From an optimization exercise on the open Yosys and OpenROAD flow, aimed at small area, a short achievable clock period and few clock cycles per item; shortcuts taken in it are not production practice. RTL that was checked went through simulation tests only; none was proved equivalent to the original. Only the layout flow was run in run 1; the RTL was not checked for function there.

==> flow/design.v, too long to show whole: its modules and the start of the top module <==
// module square_root32: 994 lines
module square_root32(
		input wire iCLOCK,
		input wire inRESET,
		input wire iDATA_REQ,
		output wire oDATA_BUSY,
		input wire [31:0] iDATA,
		output wire oDATA_VALID,
		input wire iDATA_BUSY,
		output wire [15:0] oDATA
	);
  // ...
==> flow/flow/run.sh <==
#!/bin/bash
bash standard.sh SETUP_SLACK_MARGIN=10.9 BUFFER_PORTS_ARGS='-buffer_cell sky130_fd_sc_hd__buf_1' finish > standard.log 2>&1
==> flow/standard.sh <==
#!/bin/bash
# synth_recipe.tcl (not shown) runs the flow's synth.tcl, then flattens the netlist and writes it again
# the make line also repeats each setting of config.mk as NAME=value (left out here)
make -C /OpenROAD-flow-scripts/flow DESIGN_CONFIG=/design/flow/config.mk WORK_HOME=/design/flow/orfs CLKGATE_MAP_FILE= SYNTH_SCRIPT=/design/flow/synth_recipe.tcl "${@:-finish}"
==> flow/config.mk <==
export PLATFORM = sky130hd
export DESIGN_NAME = square_root32
export DESIGN_NICKNAME = square_root32
export VERILOG_FILES = /design/flow/design.v
export SDC_FILE = /design/flow/constraint.sdc
export NUM_CORES = 4
export LEC_CHECK = 0
export ABC_AREA = 1
export CAP_MARGIN = 20
export CORE_MARGIN = 2
export CORE_UTILIZATION = 55
export CTS_BUF_LIST = sky130_fd_sc_hd__clkbuf_16
export CTS_CLUSTER_DIAMETER = 80
export CTS_CLUSTER_SIZE = 28
export SLEW_MARGIN = 20
==> flow/constraint.sdc <==
create_clock -name core_clock -period 15.0 [get_ports {iCLOCK}]
set_input_delay 3.0000 -clock core_clock [delete_from_list [all_inputs] [get_ports {iCLOCK}]]
set_output_delay 3.0000 -clock core_clock [all_outputs]
set_load 0.01 [all_outputs]
==> impl_metrics.tcl, run 1 <==
set metrics [dict create \
    outcome "timing/DRC/antenna clean" \
    min_to "x15[1]" \
    clkbuf_count 17 \
    top_layer "met4" \
    stdcell_count 2216 \
    fmax_mhz 248 \
    final_area_sq_um 16700 \
    holdPathStages 0 \
    synth_async_sr_flop_share_pct 3.31 \
    num_rows 61 \
    synth.most_common_cell "nand2_1" \
    synth-main-ff-cell "edfxtp_1" \
    crit_arrival_ns 1.03 \
    post_synth_mux_area_share_pct 0.153 \
    setup_violations 0 \
    grtUsageMet3_pct 2.52 \
    met2_length_um 12600 \
    gr-usage-met2_pct 31.9 \
    finalWorstSetupSlack_ns 10.97 \
    ys_seq_area_share_pct 51.2 \
    hpwl_um 20900 \
    skew_ns 0.0136 \
    reg2reg_slack_ns 11.27 \
    synth-edff-count 247 \
    area_growth_syn_to_layout_pct 7.32 \
    synthCells 1777 \
    worstPathCellList "buf_1" \
    cts_max_level 1 \
    final.fill_count 2470 \
    non_clock_inverter_count 279 \
    whs_ns 0.418 \
    slew_violations 0 \
    ys_ff_latch 272 \
    multi_input_area_share_pct 38.3 \
    cts_max_path_buffers 3 \
    die_area_sq_um 29600 \
    layout.nonclk_buf_share_pct 1.55 \
    drtIter0Drc 630 \
    clock_area_share_pct 3.25 \
    drt_first_pass_iters 5 \
]
==> inputs of run 2 (changes only) <==
--- a/flow/design.v
+++ b/flow/design.v
@@ -15,17 +15,16 @@
 	reg [15:0] b_out_data;
 	wire adv = !b_skid_valid;
 	reg b_v1;
 	reg b_v2;
 	reg b_v3;
 	reg b_v4;
 	reg b_v5;
 	reg b_v6;
-	reg b_v7;
 	wire [31:0] x0;
 	wire [0:0] q1;
 	wire [1:0] r1;
 	wire [29:0] x1;
 	reg [1:0] qn2;
 	wire [1:0] q2 = ~qn2;
 	reg [2:0] r2;
 	reg [27:0] x2;
@@ -37,48 +36,47 @@
 	wire [23:0] x4;
 	reg [4:0] qn5;
 	wire [4:0] q5 = ~qn5;
 	reg [5:0] r5;
 	reg [21:0] x5;
 	wire [5:0] q6;
 	wire [6:0] r6;
 	wire [19:0] x6;
-	reg [6:0] qn7;
-	wire [6:0] q7 = ~qn7;
-	reg [7:0] r7;
-	reg [17:0] x7;
-	wire [7:0] q8;
-	wire [8:0] r8;
-	wire [15:0] x8;
-	reg [8:0] qn9;
-	wire [8:0] q9 = ~qn9;
-	reg [9:0] r9;
-	reg [13:0] x9;
-	wire [9:0] q10;
-	wire [10:0] r10;
-	wire [11:0] x10;
-	reg [10:0] qn11;
-	wire [10:0] q11 = ~qn11;
-	reg [11:0] r11;
-	reg [9:0] x11;
-	wire [11:0] q12;
-	wire [12:0] r12;
-	wire [7:0] x12;
-	reg [12:0] qn13;
-	wire [12:0] q13 = ~qn13;
-	reg [13:0] r13;
-	reg [5:0] x13;
-	wire [13:0] q14;
-	wire [14:0] r14;
-	wire [3:0] x14;
-	reg [14:0] qn15;
-	wire [14:0] q15 = ~qn15;
-	reg [15:0] r15;
-	reg [1:0] x15;
+	wire [6:0] q7;
+	wire [7:0] r7;
+	wire [17:0] x7;
+	reg [7:0] qn8;
+	wire [7:0] q8 = ~qn8;
+	reg [8:0] r8;
+	reg [15:0] x8;
+	wire [8:0] q9;
+	wire [9:0] r9;
+	wire [13:0] x9;
+	reg [9:0] qn10;
+	wire [9:0] q10 = ~qn10;
+	reg [10:0] r10;
+	reg [11:0] x10;
+	wire [10:0] q11;
+	wire [11:0] r11;
+	wire [9:0] x11;
+	reg [11:0] qn12;
+	wire [11:0] q12 = ~qn12;
+	reg [12:0] r12;
+	reg [7:0] x12;
+	wire [12:0] q13;
+	wire [13:0] r13;
+	wire [5:0] x13;
+	reg [13:0] qn14;
+	wire [13:0] q14 = ~qn14;
+	reg [14:0] r14;
+	reg [3:0] x14;
+	wire [14:0] q15;
+	wire [15:0] r15;
+	wire [1:0] x15;
 	wire [15:0] q16;
 	assign x0 = iDATA;
 	wire ge0 = (x0[31:30] != 2'b00);
 	assign q1 = {ge0};
 	assign r1 = (ge0 ? (x0[31:30] - 2'd1) : x0[31:30]);
 	assign x1 = x0[29:0];
 	wire [3:0] t1 = {r1, x1[29:28]};
 	wire [3:0] sn1 = {1'b1, ~q1, 2'b10};
@@ -267,23 +265,19 @@
 	assign d6[3] = t6[3] ^ (sn6[3] ^ h6_5g);
 	assign d6[4] = t6[4] ^ (sn6[4] ^ h6_6g);
 	assign d6[5] = t6[5] ^ (sn6[5] ^ h6_9g);
 	assign d6[6] = t6[6] ^ (sn6[6] ^ h6_10g);
 	assign d6[7] = t6[7] ^ (sn6[7] ^ h6_11g);
 	assign d6[8] = t6[8] ^ (sn6[8] ^ h6_12g);
 	assign d6[9] = ~h6_13g;
 	wire ge6 = !d6[9];
-	always @(posedge iCLOCK) begin
-		if (adv) begin
-			qn7 <= ~{q6, ge6};
-			r7 <= (ge6 ? d6[7:0] : t6[7:0]);
-			x7 <= x6[17:0];
-		end
-	end
+	assign q7 = {q6, ge6};
+	assign r7 = (ge6 ? d6[7:0] : t6[7:0]);
+	assign x7 = x6[17:0];
 	wire [9:0] t7 = {r7, x7[17:16]};
 	wire [9:0] sn7 = {1'b1, ~q7, 2'b10};
 	wire h7_1g = (t7[1] & sn7[1]) | ((t7[1] | sn7[1]) & (t7[0] | sn7[0]));
 	wire h7_1p = (t7[1] | sn7[1]) & 1'b0;
 	wire h7_2g = (t7[3] & sn7[3]) | ((t7[3] | sn7[3]) & (t7[2] & sn7[2]));
 	wire h7_2p = (t7[3] | sn7[3]) & (t7[2] | sn7[2]);
 	wire h7_3g = (t7[5] & sn7[5]) | ((t7[5] | sn7[5]) & (t7[4] & sn7[4]));
 	wire h7_3p = (t7[5] | sn7[5]) & (t7[4] | sn7[4]);
@@ -319,19 +313,23 @@
 	assign d7[4] = t7[4] ^ (sn7[4] ^ h7_7g);
 	assign d7[5] = t7[5] ^ (sn7[5] ^ h7_10g);
 	assign d7[6] = t7[6] ^ (sn7[6] ^ h7_11g);
 	assign d7[7] = t7[7] ^ (sn7[7] ^ h7_12g);
 	assign d7[8] = t7[8] ^ (sn7[8] ^ h7_13g);
 	assign d7[9] = t7[9] ^ (sn7[9] ^ h7_14g);
 	assign d7[10] = ~h7_15g;
 	wire ge7 = !d7[10];
-	assign q8 = {q7, ge7};
-	assign r8 = (ge7 ? d7[8:0] : t7[8:0]);
-	assign x8 = x7[15:0];
+	always @(posedge iCLOCK) begin
+		if (adv) begin
+			qn8 <= ~{q7, ge7};
+			r8 <= (ge7 ? d7[8:0] : t7[8:0]);
+			x8 <= x7[15:0];
+		end
+	end
 	wire [10:0] t8 = {r8, x8[15:14]};
 	wire [10:0] sn8 = {1'b1, ~q8, 2'b10};
 	wire h8_1g = (t8[1] & sn8[1]) | ((t8[1] | sn8[1]) & (t8[0] | sn8[0]));
 	wire h8_1p = (t8[1] | sn8[1]) & 1'b0;
 	wire h8_2g = (t8[3] & sn8[3]) | ((t8[3] | sn8[3]) & (t8[2] & sn8[2]));
 	wire h8_2p = (t8[3] | sn8[3]) & (t8[2] | sn8[2]);
 	wire h8_3g = (t8[5] & sn8[5]) | ((t8[5] | sn8[5]) & (t8[4] & sn8[4]));
 	wire h8_3p = (t8[5] | sn8[5]) & (t8[4] | sn8[4]);
@@ -372,23 +370,19 @@
 	assign d8[5] = t8[5] ^ (sn8[5] ^ h8_11g);
 	assign d8[6] = t8[6] ^ (sn8[6] ^ h8_12g);
 	assign d8[7] = t8[7] ^ (sn8[7] ^ h8_13g);
 	assign d8[8] = t8[8] ^ (sn8[8] ^ h8_14g);
 	assign d8[9] = t8[9] ^ (sn8[9] ^ h8_15g);
 	assign d8[10] = t8[10] ^ (sn8[10] ^ h8_16g);
 	assign d8[11] = ~h8_17g;
 	wire ge8 = !d8[11];
-	always @(posedge iCLOCK) begin
-		if (adv) begin
-			qn9 <= ~{q8, ge8};
-			r9 <= (ge8 ? d8[9:0] : t8[9:0]);
-			x9 <= x8[13:0];
-		end
-	end
+	assign q9 = {q8, ge8};
+	assign r9 = (ge8 ? d8[9:0] : t8[9:0]);
+	assign x9 = x8[13:0];
 	wire [11:0] t9 = {r9, x9[13:12]};
 	wire [11:0] sn9 = {1'b1, ~q9, 2'b10};
 	wire h9_1g = (t9[1] & sn9[1]) | ((t9[1] | sn9[1]) & (t9[0] | sn9[0]));
 	wire h9_1p = (t9[1] | sn9[1]) & 1'b0;
 	wire h9_2g = (t9[3] & sn9[3]) | ((t9[3] | sn9[3]) & (t9[2] & sn9[2]));
 	wire h9_2p = (t9[3] | sn9[3]) & (t9[2] | sn9[2]);
 	wire h9_3g = (t9[5] & sn9[5]) | ((t9[5] | sn9[5]) & (t9[4] & sn9[4]));
 	wire h9_3p = (t9[5] | sn9[5]) & (t9[4] | sn9[4]);
@@ -436,19 +430,23 @@
 	assign d9[6] = t9[6] ^ (sn9[6] ^ h9_14g);
 	assign d9[7] = t9[7] ^ (sn9[7] ^ h9_15g);
 	assign d9[8] = t9[8] ^ (sn9[8] ^ h9_16g);
 	assign d9[9] = t9[9] ^ (sn9[9] ^ h9_17g);
 	assign d9[10] = t9[10] ^ (sn9[10] ^ h9_18g);
 	assign d9[11] = t9[11] ^ (sn9[11] ^ h9_19g);
 	assign d9[12] = ~h9_20g;
 	wire ge9 = !d9[12];
-	assign q10 = {q9, ge9};
-	assign r10 = (ge9 ? d9[10:0] : t9[10:0]);
-	assign x10 = x9[11:0];
+	always @(posedge iCLOCK) begin
+		if (adv) begin
+			qn10 <= ~{q9, ge9};
+			r10 <= (ge9 ? d9[10:0] : t9[10:0]);
+			x10 <= x9[11:0];
+		end
+	end
 	wire [12:0] t10 = {r10, x10[11:10]};
 	wire [12:0] sn10 = {1'b1, ~q10, 2'b10};
 	wire h10_1g = (t10[1] & sn10[1]) | ((t10[1] | sn10[1]) & (t10[0] | sn10[0]));
 	wire h10_1p = (t10[1] | sn10[1]) & 1'b0;
 	wire h10_2g = (t10[3] & sn10[3]) | ((t10[3] | sn10[3]) & (t10[2] & sn10[2]));
 	wire h10_2p = (t10[3] | sn10[3]) & (t10[2] | sn10[2]);
 	wire h10_3g = (t10[5] & sn10[5]) | ((t10[5] | sn10[5]) & (t10[4] & sn10[4]));
 	wire h10_3p = (t10[5] | sn10[5]) & (t10[4] | sn10[4]);
@@ -501,23 +499,19 @@
 	assign d10[7] = t10[7] ^ (sn10[7] ^ h10_15g);
 	assign d10[8] = t10[8] ^ (sn10[8] ^ h10_16g);
 	assign d10[9] = t10[9] ^ (sn10[9] ^ h10_18g);
 	assign d10[10] = t10[10] ^ (sn10[10] ^ h10_19g);
 	assign d10[11] = t10[11] ^ (sn10[11] ^ h10_20g);
 	assign d10[12] = t10[12] ^ (sn10[12] ^ h10_21g);
 	assign d10[13] = ~h10_22g;
 	wire ge10 = !d10[13];
-	always @(posedge iCLOCK) begin
-		if (adv) begin
-			qn11 <= ~{q10, ge10};
-			r11 <= (ge10 ? d10[11:0] : t10[11:0]);
-			x11 <= x10[9:0];
-		end
-	end
+	assign q11 = {q10, ge10};
+	assign r11 = (ge10 ? d10[11:0] : t10[11:0]);
+	assign x11 = x10[9:0];
 	wire [13:0] t11 = {r11, x11[9:8]};
 	wire [13:0] sn11 = {1'b1, ~q11, 2'b10};
 	wire h11_1g = (t11[1] & sn11[1]) | ((t11[1] | sn11[1]) & (t11[0] | sn11[0]));
 	wire h11_1p = (t11[1] | sn11[1]) & 1'b0;
 	wire h11_2g = (t11[3] & sn11[3]) | ((t11[3] | sn11[3]) & (t11[2] & sn11[2]));
 	wire h11_2p = (t11[3] | sn11[3]) & (t11[2] | sn11[2]);
 	wire h11_3g = (t11[5] & sn11[5]) | ((t11[5] | sn11[5]) & (t11[4] & sn11[4]));
 	wire h11_3p = (t11[5] | sn11[5]) & (t11[4] | sn11[4]);
@@ -577,19 +571,23 @@
 	assign d11[8] = t11[8] ^ (sn11[8] ^ h11_17g);
 	assign d11[9] = t11[9] ^ (sn11[9] ^ h11_20g);
 	assign d11[10] = t11[10] ^ (sn11[10] ^ h11_21g);
 	assign d11[11] = t11[11] ^ (sn11[11] ^ h11_22g);
 	assign d11[12] = t11[12] ^ (sn11[12] ^ h11_23g);
 	assign d11[13] = t11[13] ^ (sn11[13] ^ h11_24g);
 	assign d11[14] = ~h11_25g;
 	wire ge11 = !d11[14];
-	assign q12 = {q11, ge11};
-	assign r12 = (ge11 ? d11[12:0] : t11[12:0]);
-	assign x12 = x11[7:0];
+	always @(posedge iCLOCK) begin
+		if (adv) begin
+			qn12 <= ~{q11, ge11};
+			r12 <= (ge11 ? d11[12:0] : t11[12:0]);
+			x12 <= x11[7:0];
+		end
+	end
 	wire [14:0] t12 = {r12, x12[7:6]};
 	wire [14:0] sn12 = {1'b1, ~q12, 2'b10};
 	wire h12_1g = (t12[1] & sn12[1]) | ((t12[1] | sn12[1]) & (t12[0] | sn12[0]));
 	wire h12_1p = (t12[1] | sn12[1]) & 1'b0;
 	wire h12_2g = (t12[3] & sn12[3]) | ((t12[3] | sn12[3]) & (t12[2] & sn12[2]));
 	wire h12_2p = (t12[3] | sn12[3]) & (t12[2] | sn12[2]);
 	wire h12_3g = (t12[5] & sn12[5]) | ((t12[5] | sn12[5]) & (t12[4] & sn12[4]));
 	wire h12_3p = (t12[5] | sn12[5]) & (t12[4] | sn12[4]);
@@ -656,23 +654,19 @@
 	assign d12[9] = t12[9] ^ (sn12[9] ^ h12_22g);
 	assign d12[10] = t12[10] ^ (sn12[10] ^ h12_23g);
 	assign d12[11] = t12[11] ^ (sn12[11] ^ h12_24g);
 	assign d12[12] = t12[12] ^ (sn12[12] ^ h12_25g);
 	assign d12[13] = t12[13] ^ (sn12[13] ^ h12_26g);
 	assign d12[14] = t12[14] ^ (sn12[14] ^ h12_27g);
 	assign d12[15] = ~h12_28g;
 	wire ge12 = !d12[15];
-	always @(posedge iCLOCK) begin
-		if (adv) begin
-			qn13 <= ~{q12, ge12};
-			r13 <= (ge12 ? d12[13:0] : t12[13:0]);
-			x13 <= x12[5:0];
-		end
-	end
+	assign q13 = {q12, ge12};
+	assign r13 = (ge12 ? d12[13:0] : t12[13:0]);
+	assign x13 = x12[5:0];
 	wire [15:0] t13 = {r13, x13[5:4]};
 	wire [15:0] sn13 = {1'b1, ~q13, 2'b10};
 	wire h13_1g = (t13[1] & sn13[1]) | ((t13[1] | sn13[1]) & (t13[0] | sn13[0]));
 	wire h13_1p = (t13[1] | sn13[1]) & 1'b0;
 	wire h13_2g = (t13[3] & sn13[3]) | ((t13[3] | sn13[3]) & (t13[2] & sn13[2]));
 	wire h13_2p = (t13[3] | sn13[3]) & (t13[2] | sn13[2]);
 	wire h13_3g = (t13[5] & sn13[5]) | ((t13[5] | sn13[5]) & (t13[4] & sn13[4]));
 	wire h13_3p = (t13[5] | sn13[5]) & (t13[4] | sn13[4]);
@@ -748,19 +742,23 @@
 	assign d13[10] = t13[10] ^ (sn13[10] ^ h13_26g);
 	assign d13[11] = t13[11] ^ (sn13[11] ^ h13_27g);
 	assign d13[12] = t13[12] ^ (sn13[12] ^ h13_28g);
 	assign d13[13] = t13[13] ^ (sn13[13] ^ h13_29g);
 	assign d13[14] = t13[14] ^ (sn13[14] ^ h13_30g);
 	assign d13[15] = t13[15] ^ (sn13[15] ^ h13_31g);
 	assign d13[16] = ~h13_32g;
 	wire ge13 = !d13[16];
-	assign q14 = {q13, ge13};
-	assign r14 = (ge13 ? d13[14:0] : t13[14:0]);
-	assign x14 = x13[3:0];
+	always @(posedge iCLOCK) begin
+		if (adv) begin
+			qn14 <= ~{q13, ge13};
+			r14 <= (ge13 ? d13[14:0] : t13[14:0]);
+			x14 <= x13[3:0];
+		end
+	end
 	wire [16:0] t14 = {r14, x14[3:2]};
 	wire [16:0] sn14 = {1'b1, ~q14, 2'b10};
 	wire h14_1g = (t14[1] & sn14[1]) | ((t14[1] | sn14[1]) & (t14[0] | sn14[0]));
 	wire h14_1p = (t14[1] | sn14[1]) & 1'b0;
 	wire h14_2g = (t14[3] & sn14[3]) | ((t14[3] | sn14[3]) & (t14[2] & sn14[2]));
 	wire h14_2p = (t14[3] | sn14[3]) & (t14[2] | sn14[2]);
 	wire h14_3g = (t14[5] & sn14[5]) | ((t14[5] | sn14[5]) & (t14[4] & sn14[4]));
 	wire h14_3p = (t14[5] | sn14[5]) & (t14[4] | sn14[4]);
@@ -839,23 +837,19 @@
 	assign d14[11] = t14[11] ^ (sn14[11] ^ h14_27g);
 	assign d14[12] = t14[12] ^ (sn14[12] ^ h14_28g);
 	assign d14[13] = t14[13] ^ (sn14[13] ^ h14_29g);
 	assign d14[14] = t14[14] ^ (sn14[14] ^ h14_30g);
 	assign d14[15] = t14[15] ^ (sn14[15] ^ h14_31g);
 	assign d14[16] = t14[16] ^ (sn14[16] ^ h14_32g);
 	assign d14[17] = ~h14_33g;
 	wire ge14 = !d14[17];
-	always @(posedge iCLOCK) begin
-		if (adv) begin
-			qn15 <= ~{q14, ge14};
-			r15 <= (ge14 ? d14[15:0] : t14[15:0]);
-			x15 <= x14[1:0];
-		end
-	end
+	assign q15 = {q14, ge14};
+	assign r15 = (ge14 ? d14[15:0] : t14[15:0]);
+	assign x15 = x14[1:0];
 	wire [17:0] t15 = {r15, x15[1:0]};
 	wire [17:0] sn15 = {1'b1, ~q15, 2'b10};
 	wire h15_1g = (t15[1] & sn15[1]) | ((t15[1] | sn15[1]) & (t15[0] | sn15[0]));
 	wire h15_1p = (t15[1] | sn15[1]) & 1'b0;
 	wire h15_2g = (t15[3] & sn15[3]) | ((t15[3] | sn15[3]) & (t15[2] & sn15[2]));
 	wire h15_2p = (t15[3] | sn15[3]) & (t15[2] | sn15[2]);
 	wire h15_3g = (t15[5] & sn15[5]) | ((t15[5] | sn15[5]) & (t15[4] & sn15[4]));
 	wire h15_3p = (t15[5] | sn15[5]) & (t15[4] | sn15[4]);
@@ -964,30 +958,26 @@
 	always @(posedge iCLOCK or negedge inRESET) begin
 		if (!inRESET) b_v5 <= 1'b0;
 		else if (adv) b_v5 <= b_v4;
 	end
 	always @(posedge iCLOCK or negedge inRESET) begin
 		if (!inRESET) b_v6 <= 1'b0;
 		else if (adv) b_v6 <= b_v5;
 	end
-	always @(posedge iCLOCK or negedge inRESET) begin
-		if (!inRESET) b_v7 <= 1'b0;
-		else if (adv) b_v7 <= b_v6;
-	end
 	wire out_free = !b_out_valid || !iDATA_BUSY;
 	always @(posedge iCLOCK or negedge inRESET) begin
 		if (!inRESET) begin
 			b_out_valid <= 1'b0;
 			b_skid_valid <= 1'b0;
 		end else if (out_free) begin
-			b_out_valid <= b_skid_valid || b_v7;
+			b_out_valid <= b_skid_valid || b_v6;
 			b_skid_valid <= 1'b0;
 		end else if (!b_skid_valid) begin
-			b_skid_valid <= b_v7;
+			b_skid_valid <= b_v6;
 		end
 	end
 	always @(posedge iCLOCK) begin
 		if (out_free) b_out_data <= b_skid_valid ? b_skid_data : res;
 		if (!b_skid_valid) b_skid_data <= res;
 	end
 	assign oDATA_BUSY = b_skid_valid;
 	assign oDATA_VALID = b_out_valid;
==> run 2 against run 1 <==
Still clean on timing, DRC and antenna; worst setup slack better by 0.011 ns; critical path depth stayed put; area after synthesis is 8.3% lower; maximum frequency is 0.29% higher; wire length is 5.9% lower.
==> impl_metrics.tcl, run 2 <==
set metrics [dict create \
    reg.largest.list "x2: 28 flops, x5: 22 flops" \
    stdcell_count 2088 \
    wl_per_cell_um 12.6 \
    synth.most_common_cell "nand2_1" \
    worstPathCellList "buf_1" \
    largest_reg_flops 28 \
    hold_violations 0 \
    cts_sinks 238 \
    num_rows 58 \
    rsz0062_at_grt "true" \
    synthCells 1692 \
    cpLargestDelayFamily "flip-flops" \
    ys_seq_area_share_pct 48.7 \
    grt_pass1_wl_um 43200 \
    gr-total-overflow 0 \
    cpMaxStageDelayCell "edfxtp_1" \
    vias_per_cell 5.02 \
    synth-xor-area-share_pct 4.24 \
    fmax_mhz 249 \
    path_max_fanout 1 \
    worst_hold_startpoint "x8[7]" \
    synth-main-ff-cell "edfxtp_1" \
    ys_ff_latch 238 \
    num_vias 10500 \
    cp-start-kind "flip-flop" \
    synth_top_family_by_area "simple AND/OR/NAND/NOR gates" \
    layout_commonest_cell "nand2_1" \
    numCtsBuffers 14 \
    synthDistinctLibCells 50 \
    syn_area_per_cell_sq_um 8.42 \
    crit_arrival_ns 1.02 \
    final_layout_size_suffix_gt1_share_pct 6.20 \
    post_synth_mux_area_share_pct 0 \
    drt_wl_total_um 26400 \
    yosys.area.top_type_share_pct 45.1 \
    hold_buffers 0 \
    clock_tree.root_cell "clkbuf_16" \
    dpl.cell_count 2056 \
    yosys.area_share.simple_pct 26.0 \
    tns_ns 0 \
    ys_top_cells_by_count "518 x nand2_1, 257 x inv_1, 214 x edfxtp_1" \
    hpwl_um 20400 \
    hp-class "flip-flop to flip-flop" \
    floorplan.initialDensity_pct 56.3 \
    synth_async_sr_flop_share_pct 3.36 \
    grt_pass1_vias 9400 \
    die_area_sq_um 27200 \
    crit_required_ns 12.00 \
    slowest_delay_ns 0.39 \
    ant_nets 0 \
    timing.final.crit_share_pct 26.8 \
    yosysTopAreaCell "edfxtp_1" \
    cts_tree "built" \
    drv_cap 0 \
    die_h_um 165 \
    clk-insertion-delay-late_ns 0.49 \
    grt_max_degree 133 \
    synthAdderAreaFrac_pct 5.69 \
    skew_ns 0.0199 \
    synth.area.top_cells "edfxtp_1 45%, nand2_1 14%, inv_1 6.8%" \
    end_kind "output pin" \
    drt_first_pass_iters 5 \
    port_buffers 53 \
    slew_violations 0 \
    criticalPathCategory "flip-flop to output pin" \
    drc 0 \
    cts_max_level 1 \
    yosys_warnings 1 \
    cts_max_path_buffers 3 \
    r2r-start "x5[20]" \
    die_w_um 165 \
    grt_antenna_before_repair 0 \
    setup_violations 0 \
    slew_headroom_pct 39.8 \
    tightest_slew_ns 0.903 \
    syn_area_sq_um 14200 \
    core_sq_um 25300 \
    n_antenna_cell 0 \
    regMostFlops "x2" \
    crit_start "b_out_data[3]" \
    area_growth_syn_to_layout_pct 7.51 \
    drtIter0Drc 494 \
    clkTransAtPathRegs_ns 0.10 \
    min_period_ns 4.02 \
    nNetsFinal 1838 \
    num_io_pins 54 \
    track_usage_pct 19.6 \
    synth_nets 1779 \
    synth_compound_area_share_pct 7.16 \
    place_congestion 0.877 \
    synth-edff-count 214 \
    outcome "timing/DRC/antenna clean" \
    cp_num_buf_inv 1 \
    most-common-layout-cells "517 x nand2_1, 257 x inv_1, 214 x edfxtp_1" \
]
-- run 2: cell types whose count changed after synthesis, sizes merged, moves of 5 or more --
cell	before	now
a21boi	2	7
buf	19	14
edfxtp	247	214
inv	277	271
nand2	587	538
nand3	145	128
nand4	21	12
o211ai	7	2
o21ai	102	123
xnor2	23	13
xor2	41	56
-- run 2: worst paths after layout --
kind	end	slack (ns)	cells past startpoint
min in group asynchronous	b_skid_valid	2.40	1
hold reg to reg	x10[7]	0.41	0
hold / removal	x10[7]	0.41	0
setup reg to reg	r8[0]	11.24	23
max in group asynchronous	b_v5	12.30	1
setup / recovery	oDATA[3]	10.98	1
-- run 2: repair_timing --
| item | in CTS | in global routing |
|---|---|---|
| setup endpoints to repair | 8 | 39 |
| setup buffers | 0 | 9 |
| gates resized for setup | 1 | 7 |
| hold endpoints to repair | 0 | 0 |
| pin swaps | 0 | 0 |
-- run 2: cell type report --
type / count / area (sq um)
Fill cell: 2234 / 10000
Inverter: 273 / 1040
Sequential cell: 238 / 6950
Clock inverter: 8 / 85.1
Timing Repair Buffer: 64 / 282
Clock buffer: 15 / 375
Multi-Input combinational cell: 1160 / 6180
Tap cell: 330 / 413
-- run 2: layer usage --
layer / share of wire, % / GRT usage (%) / up-vias
met5: 0 / 0 / -
met4: 2.7 / 5.77 / 0
met3: 2.3 / 2.26 / 43
met2: 51 / 37.1 / 129
met1: 44 / 23.4 / 4739
li1: - / - / 5561
-- run 2: stage by stage --
step                setup WS, ns  hold slack (ns)  util, %  area [sq um]
floorplan                  11.13            0.400        -         14300
global placement           10.86            0.400     58.2         14800
detailed placement         10.85            0.405     58.2         14800
CTS                        10.92            0.419     60.1         15200
global route               10.88            0.428     60.5         15300
finish                     10.98            0.411     60.5         15300
-- run 2: cell families (layout without fill, tap and decap cells) --
family | count (synthesis) | count (layout)
fa+ha+maj | 51 | 51
simple gates | 853 | 853
compound gates | 187 | 187
flops | 238 | 238
buf+inv | 294 | 360
xor+xnor | 69 | 69
Testbench counts of run 2, summed over its fixed seeds: cycles 12,056, items 12,000.

-- afterwards: timing with drivers on the ports --
No port has a modelled driver above. Below, the same layouts with a new extraction and two added sets of constraints.
Step 1 sets driving cells, clkbuf_16 on the clock port and buf_2 on the other inputs (assumed; they add their load-dependent delay and slew).
Step 2 also shifts input and output timing later by t, the mid clock arrival at the registers, as if the neighbouring blocks saw the same clock.
a / b / c = no drivers / after step 1 / after step 2; a / b = the first two.
run | t, ns | setup WS [ns] | worst hold slack (ns) | cell pins on the clock port's net
run 1 | 0.558 | 10.969 / 10.916 / 10.965 | 0.418 / 0.418 / 0.418 | 1
run 2 | 0.531 | 10.980 / 10.932 / 10.937 | 0.411 / 0.411 / 0.411 | 1
After both steps every run listed still meets setup and hold. The setup slack of run 2, which loses most, moves by -0.048 ns with the drivers and by -0.043 ns with both steps.
